This is an optimization exercise on Yosys and OpenROAD, whose aim is small area, a short achievable clock period and few clock cycles per item, not a production implementation. Only simulation tests tie the RTL to the original design; equivalence was not proved. No activity file was given, so power comes from the tool's default toggle rates.

### design.v
module  CONV(
	input				clk,
	input				rst_n,
	input 				mode,
	input       		in_valid,
	output reg			out_valid,
	output 		[13:0] 	AWADDR,
	output		 [7:0] 	AWLEN,
	output 				AWVALID,
	input 				AWREADY,
	output reg  [31:0]	WDATA,
	output 				WVALID,
	input 				WREADY,
	output 		[13:0] 	ARADDR,
	output 		 [7:0] 	ARLEN,
	output 				ARVALID,
	input 				ARREADY,
	input		[31:0] 	RDATA,
	input 				RVALID,
	output reg			RREADY
);
reg			mode_r;
wire [5:0]	dd = mode_r ? 6'd2 : 6'd1;
reg			ar_on;
reg  [5:0]	ar_y, ar_c;
reg  [1:0]	ar_e;		 
wire		ar_v0n = (ar_y == 6'd0) || (mode_r && ar_y == 6'd1);
wire		ar_v2  = !((ar_y == 6'd63) || (mode_r && ar_y == 6'd62));
wire		ar_v3  = ar_y[0] && ((!ar_c[0] && ar_c != 6'd0) || ar_c == 6'd63);
wire		ar_lastc = (ar_c == 6'd63);
wire		ar_lasty = (ar_y == 6'd63);
wire [5:0]	ar_y1 = ar_y + 6'd1;
wire		ar_nv0n = (ar_y1 == 6'd0) || (mode_r && ar_y1 == 6'd1);
wire		ar_newcol = (ar_e == 2'd3) || (ar_e == 2'd2 && !ar_v3) || (ar_e == 2'd1 && !ar_v2 && !ar_v3);
wire [5:0]	ar_row = (ar_e == 2'd0) ? ar_y - dd : (ar_e == 2'd2) ? ar_y + dd : ar_y;
wire [4:0]	ar_rbx = ar_c[0] ? 5'd31 : ar_c[5:1] - 5'd1;
assign ARADDR = (ar_e == 2'd3) ? {4'b1000, ar_y[5:1], ar_rbx} : {2'b00, ar_row, ar_c};
assign ARLEN = 8'd0;
assign ARVALID = ar_on;
always @(posedge clk or negedge rst_n) begin
	if (!rst_n) begin
		ar_on <= 1'b0; ar_y <= 6'd0; ar_c <= 6'd0; ar_e <= 2'd1;
	end else if (in_valid) begin
		ar_on <= 1'b1; ar_y <= 6'd0; ar_c <= 6'd0; ar_e <= 2'd1;
	end else if (ar_on && ARREADY) begin
		if (ar_newcol) begin
			if (ar_lastc) begin
				ar_c <= 6'd0;
				if (ar_lasty) ar_on <= 1'b0;
				else begin ar_y <= ar_y1; ar_e <= ar_nv0n ? 2'd1 : 2'd0; end
			end else begin
				ar_c <= ar_c + 6'd1;
				ar_e <= ar_v0n ? 2'd1 : 2'd0;
			end
		end else if (ar_e == 2'd0) ar_e <= 2'd1;
		else if (ar_e == 2'd1 && ar_v2) ar_e <= 2'd2;
		else ar_e <= 2'd3;
	end
end
reg			rs_on;
reg  [5:0]	rs_y, rs_c;
reg  [1:0]	rs_e;
wire		rs_v0n = (rs_y == 6'd0) || (mode_r && rs_y == 6'd1);
wire		rs_v2  = !((rs_y == 6'd63) || (mode_r && rs_y == 6'd62));
wire		rs_v3  = rs_y[0] && ((!rs_c[0] && rs_c != 6'd0) || rs_c == 6'd63);
wire		rs_lastc = (rs_c == 6'd63);
wire		rs_lasty = (rs_y == 6'd63);
wire [5:0]	rs_y1 = rs_y + 6'd1;
wire		rs_nv0n = (rs_y1 == 6'd0) || (mode_r && rs_y1 == 6'd1);
wire		rs_newcol = (rs_e == 2'd3) || (rs_e == 2'd2 && !rs_v3) || (rs_e == 2'd1 && !rs_v2 && !rs_v3);
wire		rs_colend = (rs_e == 2'd2) || (rs_e == 2'd1 && !rs_v2);
reg			c5f;		 
reg  [11:0]	p_n;		 
wire		e_y_odd_x_even = p_n[6] && !p_n[0];
reg			tmpf;		 
reg  [31:0]	tmp;
reg  [287:0] win;		 
always @(*) RREADY = rs_on && ((rs_e == 2'd3) ? !tmpf : !c5f);
wire		r_acc = RVALID && RREADY;
always @(posedge clk or negedge rst_n) begin
	if (!rst_n) begin
		rs_on <= 1'b0; rs_y <= 6'd0; rs_c <= 6'd0; rs_e <= 2'd1;
	end else if (in_valid) begin
		rs_on <= 1'b1; rs_y <= 6'd0; rs_c <= 6'd0; rs_e <= 2'd1;
	end else if (r_acc) begin
		if (rs_newcol) begin
			if (rs_lastc) begin
				rs_c <= 6'd0;
				if (rs_lasty) rs_on <= 1'b0;
				else begin rs_y <= rs_y1; rs_e <= rs_nv0n ? 2'd1 : 2'd0; end
			end else begin
				rs_c <= rs_c + 6'd1;
				rs_e <= rs_v0n ? 2'd1 : 2'd0;
			end
		end else if (rs_e == 2'd0) rs_e <= 2'd1;
		else if (rs_e == 2'd1 && rs_v2) rs_e <= 2'd2;
		else rs_e <= 2'd3;
	end
end
always @(posedge clk) begin
	if (r_acc && rs_e == 2'd3) tmp <= RDATA;
end
reg  [1:0]	pc;			 
reg  [1:0]	ph;			 
reg			act;		 
reg  [1:0]	j;			 
reg  [11:0]	e_n;		 
reg  [1:0]	rmask, cmask;	 
reg  [26-1:0] T;
reg			Tv, Tfirst, Tlast;
reg  [36:0]	acc;
reg			rv;			 
wire		push;
wire		frz = rv && !push && Tv && Tfirst;
wire		phantom = !rs_on && !c5f && (ph != 2'd2) && (pc == 2'd2);
wire		shift = !frz && (c5f || phantom) && (!act || j == 2'd0);
wire		start_out = shift && (pc == 2'd2);
wire [11:0]	e_n1 = e_n + 12'd1;
always @(posedge clk or negedge rst_n) begin
	if (!rst_n) c5f <= 1'b0;
	else if (in_valid) c5f <= 1'b0;
	else if (shift) c5f <= 1'b0;
	else if (r_acc && rs_e != 2'd3 && rs_colend) c5f <= 1'b1;
end
always @(posedge clk or negedge rst_n) begin
	if (!rst_n) tmpf <= 1'b0;
	else if (in_valid) tmpf <= 1'b0;
	else if (r_acc && rs_e == 2'd3) tmpf <= 1'b1;
	else if (push && e_y_odd_x_even) tmpf <= 1'b0;
end
always @(posedge clk) begin
	if (shift) win[239:0] <= win[287:48];
	if (r_acc && rs_e == 2'd0) win[255:240] <= RDATA[31:16];
	if (r_acc && rs_e == 2'd1) win[271:256] <= RDATA[31:16];
	if (r_acc && rs_e == 2'd2) win[287:272] <= RDATA[31:16];
end
always @(posedge clk or negedge rst_n) begin
	if (!rst_n) begin
		pc <= 2'd0; ph <= 2'd0; act <= 1'b0; j <= 2'd3; e_n <= 12'hfff;
		rmask <= 2'd0; cmask <= 2'd0; Tv <= 1'b0; Tfirst <= 1'b0; Tlast <= 1'b0;
	end else if (in_valid) begin
		pc <= 2'd0; ph <= 2'd0; act <= 1'b0; j <= 2'd3; e_n <= 12'hfff; Tv <= 1'b0;
	end else if (!frz) begin
		if (shift && pc != 2'd2) pc <= pc + 2'd1;
		if (shift && phantom) ph <= ph + 2'd1;
		Tv <= act;
		Tfirst <= (j == 2'd3);
		Tlast <= (j == 2'd0);
		if (act) begin
			j <= j - 2'd1;
			if (j == 2'd0) act <= start_out;
		end else if (start_out) begin
			act <= 1'b1;
		end
		if (start_out) begin
			j <= 2'd3;
			e_n <= e_n1;
			rmask[0] <= (e_n1[11:6] == 6'd0) || (mode_r && e_n1[11:6] == 6'd1);
			rmask[1] <= (e_n1[11:6] == 6'd63) || (mode_r && e_n1[11:6] == 6'd62);
			cmask[0] <= (e_n1[5:0] == 6'd0) || (mode_r && e_n1[5:0] == 6'd1);
			cmask[1] <= (e_n1[5:0] == 6'd63) || (mode_r && e_n1[5:0] == 6'd62);
		end
	end
end
wire [15:0] p0 = mode_r ? win[16*(0*3+0) +: 16] : win[16*(1*3+0) +: 16];
wire [15:0] p1 = win[16*(2*3+0) +: 16];
wire [15:0] p2 = mode_r ? win[16*(4*3+0) +: 16] : win[16*(3*3+0) +: 16];
wire [15:0] p3 = mode_r ? win[16*(0*3+1) +: 16] : win[16*(1*3+1) +: 16];
wire [15:0] p4 = win[16*(2*3+1) +: 16];
wire [15:0] p5 = mode_r ? win[16*(4*3+1) +: 16] : win[16*(3*3+1) +: 16];
wire [15:0] p6 = mode_r ? win[16*(0*3+2) +: 16] : win[16*(1*3+2) +: 16];
wire [15:0] p7 = win[16*(2*3+2) +: 16];
wire [15:0] p8 = mode_r ? win[16*(4*3+2) +: 16] : win[16*(3*3+2) +: 16];
wire m0 = rmask[0] | cmask[0], m1 = rmask[0], m2 = rmask[0] | cmask[1];
wire m3 = cmask[0], m5 = cmask[1];
wire m6 = rmask[1] | cmask[0], m7 = rmask[1], m8 = rmask[1] | cmask[1];
function [3:0] dig;
	input [15:0] p;
	input [1:0] jj;
	input mm;
	begin
		case (jj)
			2'd3: dig = mm ? 4'b1000 : {~p[15], p[14:12]};
			2'd2: dig = mm ? 4'b0000 : p[11:8];
			2'd1: dig = mm ? 4'b0000 : p[7:4];
			default: dig = mm ? 4'b0000 : p[3:0];
		endcase
	end
endfunction
wire [3:0] dg0 = dig(p0, j, m0);
wire [3:0] dg1 = dig(p1, j, m1);
wire [3:0] dg2 = dig(p2, j, m2);
wire [3:0] dg3 = dig(p3, j, m3);
wire [3:0] dg4 = dig(p4, j, 1'b0);
wire [3:0] dg5 = dig(p5, j, m5);
wire [3:0] dg6 = dig(p6, j, m6);
wire [3:0] dg7 = dig(p7, j, m7);
wire [3:0] dg8 = dig(p8, j, m8);
wire [26-1:0] tree = 26'd80
      + ({22'd0, ~dg0} << 1)
      + ({22'd0, ~dg0} << 4)
      + ({22'd0, dg0} << 6)
      + ({22'd0, ~dg0} << 10)
      + ({22'd0, ~dg0} << 14)
      + ({22'd0, ~dg0} << 16)
      + ({22'd0, ~dg0} << 18)
      + ({22'd0, dg1} << 1)
      + ({22'd0, ~dg1} << 5)
      + ({22'd0, ~dg1} << 8)
      + ({22'd0, dg1} << 10)
      + ({22'd0, dg1} << 12)
      + ({22'd0, dg1} << 14)
      + ({22'd0, ~dg1} << 16)
      + ({22'd0, ~dg1} << 18)
      + ({22'd0, dg2} << 2)
      + ({22'd0, ~dg2} << 6)
      + ({22'd0, ~dg2} << 9)
      + ({22'd0, ~dg2} << 11)
      + ({22'd0, ~dg2} << 16)
      + ({22'd0, ~dg2} << 18)
      + ({22'd0, ~dg3} << 3)
      + ({22'd0, dg3} << 5)
      + ({22'd0, dg3} << 8)
      + ({22'd0, dg3} << 10)
      + ({22'd0, dg3} << 12)
      + ({22'd0, dg3} << 14)
      + ({22'd0, ~dg3} << 17)
      + ({22'd0, dg4} << 4)
      + ({22'd0, dg4} << 6)
      + ({22'd0, ~dg4} << 9)
      + ({22'd0, ~dg4} << 11)
      + ({22'd0, dg4} << 13)
      + ({22'd0, ~dg4} << 16)
      + ({22'd0, dg4} << 19)
      + ({22'd0, ~dg5} << 0)
      + ({22'd0, ~dg5} << 2)
      + ({22'd0, dg5} << 4)
      + ({22'd0, ~dg5} << 7)
      + ({22'd0, dg5} << 10)
      + ({22'd0, dg5} << 12)
      + ({22'd0, dg5} << 15)
      + ({22'd0, dg5} << 17)
      + ({22'd0, ~dg5} << 19)
      + ({22'd0, ~dg6} << 0)
      + ({22'd0, dg6} << 5)
      + ({22'd0, dg6} << 8)
      + ({22'd0, dg6} << 10)
      + ({22'd0, dg6} << 13)
      + ({22'd0, dg6} << 16)
      + ({22'd0, dg6} << 18)
      + ({22'd0, ~dg7} << 6)
      + ({22'd0, ~dg7} << 13)
      + ({22'd0, dg7} << 19)
      + ({22'd0, dg8} << 0)
      + ({22'd0, dg8} << 2)
      + ({22'd0, dg8} << 7)
      + ({22'd0, ~dg8} << 11)
      + ({22'd0, ~dg8} << 14)
      + ({22'd0, ~dg8} << 16);
always @(posedge clk) begin
	if (!frz && act) T <= tree;
end
wire [36:0] acc_base = Tfirst ? 37'd6149136 : {acc[32:0], 4'b0000};
always @(posedge clk) begin
	if (!frz && Tv) acc <= acc_base + {{(37-26){1'b0}}, T};
end
reg			wv, pm, wm, fin;
reg  [31:0]	mx;
wire [31:0]	relu = acc[36] ? 32'd0 : acc[31:0];
wire		can_push = !pm && (!wv || WREADY) && !(e_y_odd_x_even && !tmpf);
assign		push = rv && can_push;
wire [31:0]	other = p_n[0] ? mx : tmp;
wire [31:0]	cmpv = (other > relu) ? other : relu;
wire [31:0]	mx_new = (p_n[0] || p_n[6]) ? cmpv : relu;
always @(posedge clk or negedge rst_n) begin
	if (!rst_n) rv <= 1'b0;
	else if (in_valid) rv <= 1'b0;
	else if (!frz && Tv && Tlast) rv <= 1'b1;
	else if (push) rv <= 1'b0;
end
always @(posedge clk) begin
	if (push) begin
		WDATA <= relu;
		mx <= mx_new;
	end else if (wv && WREADY && pm) WDATA <= mx;
end
always @(posedge clk or negedge rst_n) begin
	if (!rst_n) begin
		wv <= 1'b0; pm <= 1'b0; wm <= 1'b0; fin <= 1'b0; p_n <= 12'd0; out_valid <= 1'b0;
	end else begin
		out_valid <= wv && WREADY && wm && fin;
		if (in_valid) begin
			wv <= 1'b0; pm <= 1'b0; wm <= 1'b0; fin <= 1'b0; p_n <= 12'd0;
		end else if (push) begin
			wv <= 1'b1; wm <= 1'b0; pm <= p_n[0]; p_n <= p_n + 12'd1;
			if (p_n == 12'd4095) fin <= 1'b1;
		end else if (wv && WREADY) begin
			if (pm) begin pm <= 1'b0; wm <= 1'b1; end
			else wv <= 1'b0;
		end
	end
end
assign WVALID = wv;
reg			aw_on, aw_l1;
reg  [11:0]	aw_n;
assign AWVALID = aw_on;
assign AWLEN = 8'd0;
assign AWADDR = aw_l1 ? {4'b1000, aw_n[11:7], aw_n[5:1]} : {2'b01, aw_n};
always @(posedge clk or negedge rst_n) begin
	if (!rst_n) begin
		aw_on <= 1'b0; aw_l1 <= 1'b0; aw_n <= 12'd0;
	end else if (in_valid) begin
		aw_on <= 1'b1; aw_l1 <= 1'b0; aw_n <= 12'd0;
	end else if (aw_on && AWREADY) begin
		if (!aw_l1 && aw_n[0]) aw_l1 <= 1'b1;
		else begin
			aw_l1 <= 1'b0;
			aw_n <= aw_n + 12'd1;
			if (aw_n == 12'd4095) aw_on <= 1'b0;
		end
	end
end
always @(posedge clk or negedge rst_n) begin
	if (!rst_n) mode_r <= 1'b0;
	else if (in_valid) mode_r <= mode;
end
endmodule
### run.sh
#!/bin/bash
# synth_recipe.tcl (not shown) runs the flow's synth.tcl, then flattens the netlist and writes it again
# the make line also repeats each setting of config.mk as NAME=value (left out here)
make -C /OpenROAD-flow-scripts/flow DESIGN_CONFIG=/design/flow/config.mk WORK_HOME=/design/flow/orfs CLKGATE_MAP_FILE= SYNTH_SCRIPT=/design/flow/synth_recipe.tcl finish
### config.mk
export PLATFORM = sky130hd
export DESIGN_NAME = CONV
export DESIGN_NICKNAME = CONV
export VERILOG_FILES = /design/flow/design.v
export SDC_FILE = /design/flow/constraint.sdc
export NUM_CORES = 4
export LEC_CHECK = 0
export CAP_MARGIN = 20
export CORE_MARGIN = 2
export CORE_UTILIZATION = 40
export SLEW_MARGIN = 20
### constraint.sdc
create_clock -name core_clock -period 8.0 [get_ports {clk}]
set_input_delay 1.6000 -clock core_clock [delete_from_list [all_inputs] [get_ports {clk}]]
set_output_delay 1.6000 -clock core_clock [all_outputs]
set_load 0.01 [all_outputs]
==> run summary <==
Die Ht=between 200 and 300 um; Sw Share=about 41%; Crit path arrival time=7.97 ns; met2 WL post-DR=~38 mm; clk buf depth=3; GPL Wtd Cong=between 0.9 and 1; largest area contributor in the synthesized netlist=edfxtp_1; Peak VDD IR=~0.00061 V; Worst EP required=8.36 ns; worst min path class=register to register; layout cells sized above 1=approximately a tenth; post-route ant nets=0; CTS buffer count=59; DRT met1 WL=~36 mm; worst setup margin=a little under 0.4 ns; Final Cycle Share=a little over nine tenths; Final min period=~7.6 ns; H-tree Lvls=2; DR DRC count=0; Slew headroom=between 30 and 40%; DR top layer=met4; Root Driver=clkbuf_16; Synth cell types=approximately 90; crit end category=register; fin. max-slew vios=0; MaxCap Viol Count=0; final core area utilization=roughly 46%; Setup TNS Final=0 ns; wire length per cell=~21 um; Fillers=7080; sequential area share after synthesis=about half; total gr overflow=0; Finish-stage setup viols=0; Fin. Hold Viols=0; RSZ-0062 raised after global routing=false; Mapped Avg Cell Area=about 12 sq um; most common cell in the netlist=edfxtp_1; IO Count=121; worst slew pin tran=about 1.0 ns; Net Switching=roughly 0.0057 W; Main synth FF type=edfxtp_1; P&R area growth vs syn=14.0%; GRT Total Usage=19.9%; Leak=approximately 14 nW; clk slew on worst S/H paths=0.06 ns; num rows=102; Setup crit start=j[0]; Worst setup SP type=register; CP max FO=19; mapped cell area=around 31000 sq um; clock sinks=~540; first-pass GRT wire length=about 120 mm; routed wire length=around 80 mm; drt first pass iters=6; PD cells=395 nW/um^2; CTS tree=built; clock share of power=approximately 19%; port bufs=103; Synth top area share=a little over two fifths; worst r2r src=j[0]; Synth async-reset ratio=between 15 and 20%; clock latency (worst-skew pair)=0.63 ns; Yosys reg bits=approximately 540; largest net degree at the start of global routing=109; R2R depth=24; Post-synth EDFFs=444; Seq pwr share=around 25%; DRT iter0 DRCs=between 1500 and 2000; dpl hpwl=approximately 60 mm; Total Nets Final=3031; Layout Skew=about 0.028 ns; combinational share of power=55.2%; Syn Inst Count=around 2500; synth top area cells=edfxtp_1 (43%), fa_1 (12%), ha_1 (6.1%), dfrtp_1 (6.0%), inv_1 (3.3%); initial antenna violation count=1; initial core utilization=between 40% and 50%; vias in the first global route=between 20000 and 25000; Max Fclk=between 100 and 150 MHz; Worst R2R Setup Slack=a little under 0.4 ns; Worst Setup EP=T[23]; Die W=between 200 and 300 um; Synth top cells by count=edfxtp_1 (444), inv_1 (271), fa_1 (191); P_int=0.00838 W; status=timing/DRC/antenna clean; YS warnings=1; met3 wire len=around 3.6 mm; core area=a little under 80000 sq um; critical path type=register to register; via-per-instance ratio=5.36; pre-CTS setup slack=between 0.3 and 0.4 ns; cts hold-fix bufs=0; DIE AREA=between 80000 and 90000 sq um; Crit Reg-Reg Endpoint=T[23]; Vias=20000; n_diodes=0
-- final cells by class --
| class | instances | area, sq um | share of cell area (%) |
|---|---|---|---|
| clock inverter | 36 | 397 | 1.11 |
| multi-input combinational | 1610 | 14200 | 39.7 |
| timing repair buffer | 167 | 1590 | 4.45 |
| tap | 1040 | 1300 | 3.65 |
| inverter | 274 | 1030 | 2.88 |
| sequential | 535 | 15600 | 43.8 |
| clock buffer | 72 | 1580 | 4.42 |
-- metrics by stage --
step | cells | total power, W | hold WS, ns | cell area, sq um
finish | 3734 | 0.0141 | 0.404 | 35700
global route | 3734 | 0.0153 | 0.418 | 35700
detailed placement | 3624 | 0.0113 | 0.405 | 33700
floorplan | 2538 | 0.00924 | 0.400 | 31400
CTS | 3732 | 0.0142 | 0.395 | 35600
global placement | 3623 | 0.0113 | 0.400 | 33700
-- power groups by stage --
| stage | logic [W] | clock network, W | registers (W) |
|---|---|---|---|
| 4_1_cts | 0.00784 | 0.00281 | 0.00358 |
| 5_1_grt | 0.00876 | 0.00291 | 0.00359 |
| 6_report | 0.00777 | 0.00274 | 0.00358 |
| 3_5_place_dp | 0.00770 | 0 | 0.00364 |
| 2_1_floorplan | 0.00562 | 0 | 0.00362 |
| 3_3_place_gp | 0.00762 | 0 | 0.00363 |
-- logic make-up (layout without fill, tap and decap cells) --
family                     Yosys count  in the layout  share of synthesized area, %
AOI/OAI and AO/OA                  462            462                          9.81
xor gates and xnor gates            83             83                          2.32
adders and majority gates          344            344                          18.3
buffers and inverters              393            549                          5.13
DFF                                535            535                          49.9
muxes                              149            149                          5.44
other                                1             17                        0.0120
and+or+nand+nor                    555            555                          9.00
-- critical path: stages, from the launching register on --
cell and delay (ns):
dfstp_2 0.57, inv_1 0.09, ha_2 0.36, buf_4 0.28, a22o_1 0.23, mux4_2 0.53
a32oi_4 0.47, xor2_1 0.20, ha_1 0.31, inv_1 0.05, fa_1 0.50, inv_1 0.05
fa_1 0.52, inv_1 0.09, fa_1 0.55, inv_1 0.06, fa_1 0.50, fa_1 0.44
ha_1 0.37, a21o_1 0.22, a211oi_1 0.26, o21ai_0 0.13, nor2_1 0.25, o21bai_1 0.13
xor2_1 0.17
-- flip-flops by register name (all words and copies together), names as in the netlist, 6 cells and up --
name,cells
rs_y,6
acc,34
rs_c,6
e_n,12
T,26
p_n,12
ar_y,6
win,288
WDATA,32
ar_c,6
mx,32
aw_n,12
tmp,32
-- layer usage --
layer / track usage (%) / vias up
met5: 0 / -
li1: - / 9207
met1: 27.7 / 10200
met4: 5.44 / 0
met2: 32.6 / 490
met3: 2.66 / 97
-- cells in the final DEF, fill, tap and decap left out, drive strengths merged, types with 21 or more instances in the layout --
| cell type | count |
|---|---|
| mux2 | 98 |
| clkbuf | 72 |
| or3 | 21 |
| or2 | 28 |
| nor2 | 125 |
| and3 | 21 |
| nor2b | 63 |
| nand2b | 25 |
| clkdlybuf4s50 | 101 |
| ha | 153 |
| nor3 | 24 |
| a21o | 21 |
| a21oi | 118 |
| xor2 | 39 |
| clkinv | 22 |
| nand4 | 27 |
| nand2 | 141 |
| a221oi | 24 |
| xnor2 | 44 |
| fa | 191 |
| buf | 66 |
| dfrtp | 75 |
| inv | 278 |
| o21ai | 121 |
| nand3 | 31 |
| edfxtp | 444 |
| mux2i | 44 |
-- worst min-delay path by stage --
stage	to	slack [ns]	depth (start not counted)	startpoint
final	win[232]	0.40	0	win[280]
after global routing	win[232]	0.42	0	win[280]
after CTS	win[232]	0.40	0	win[280]
after detailed placement	win[198]	0.40	0	win[246]
after global placement	win[234]	0.40	0	win[282]
after floorplan	acc[0]	0.40	0	T[0]
-- what timing repair did --
action	CTS	global route
buffers inserted	0	0
setup endpoints to repair	0	4
gates resized for setup	0	2
Testbench counts, summed over its fixed seeds: cycles 241,174, images 12.

-- port drivers added, routing unchanged --
Ports are ideal in the flow. The routed layout listed here was re-timed in OpenROAD. Step 1, drivers: a clkbuf_16 drives clk and a buf_2 each remaining input, both assumed. Step 2 adds t to the input delays and takes it off the output delays; t is the mean of the earliest and latest rising clock arrival at the registers after step 1. Input paths then give back, and output paths get back, about the clock's delay inside the block. Slacks: ideal ports / drivers / drivers and shift; pairs: ideal ports / drivers.
t (ns): 0.680
setup slack, ns: 0.388 / 0.388 / 0.388
hold slack, ns: 0.404 / 0.404 / 0.404
clock arrival spread, ns: 0.028 / 0.028
worst data-port slew with drivers (ns): 0.05
After both steps setup and hold are still met in this run. For this run, drivers alone change the setup slack by 0.000 ns; drivers and shift together by 0.000 ns.
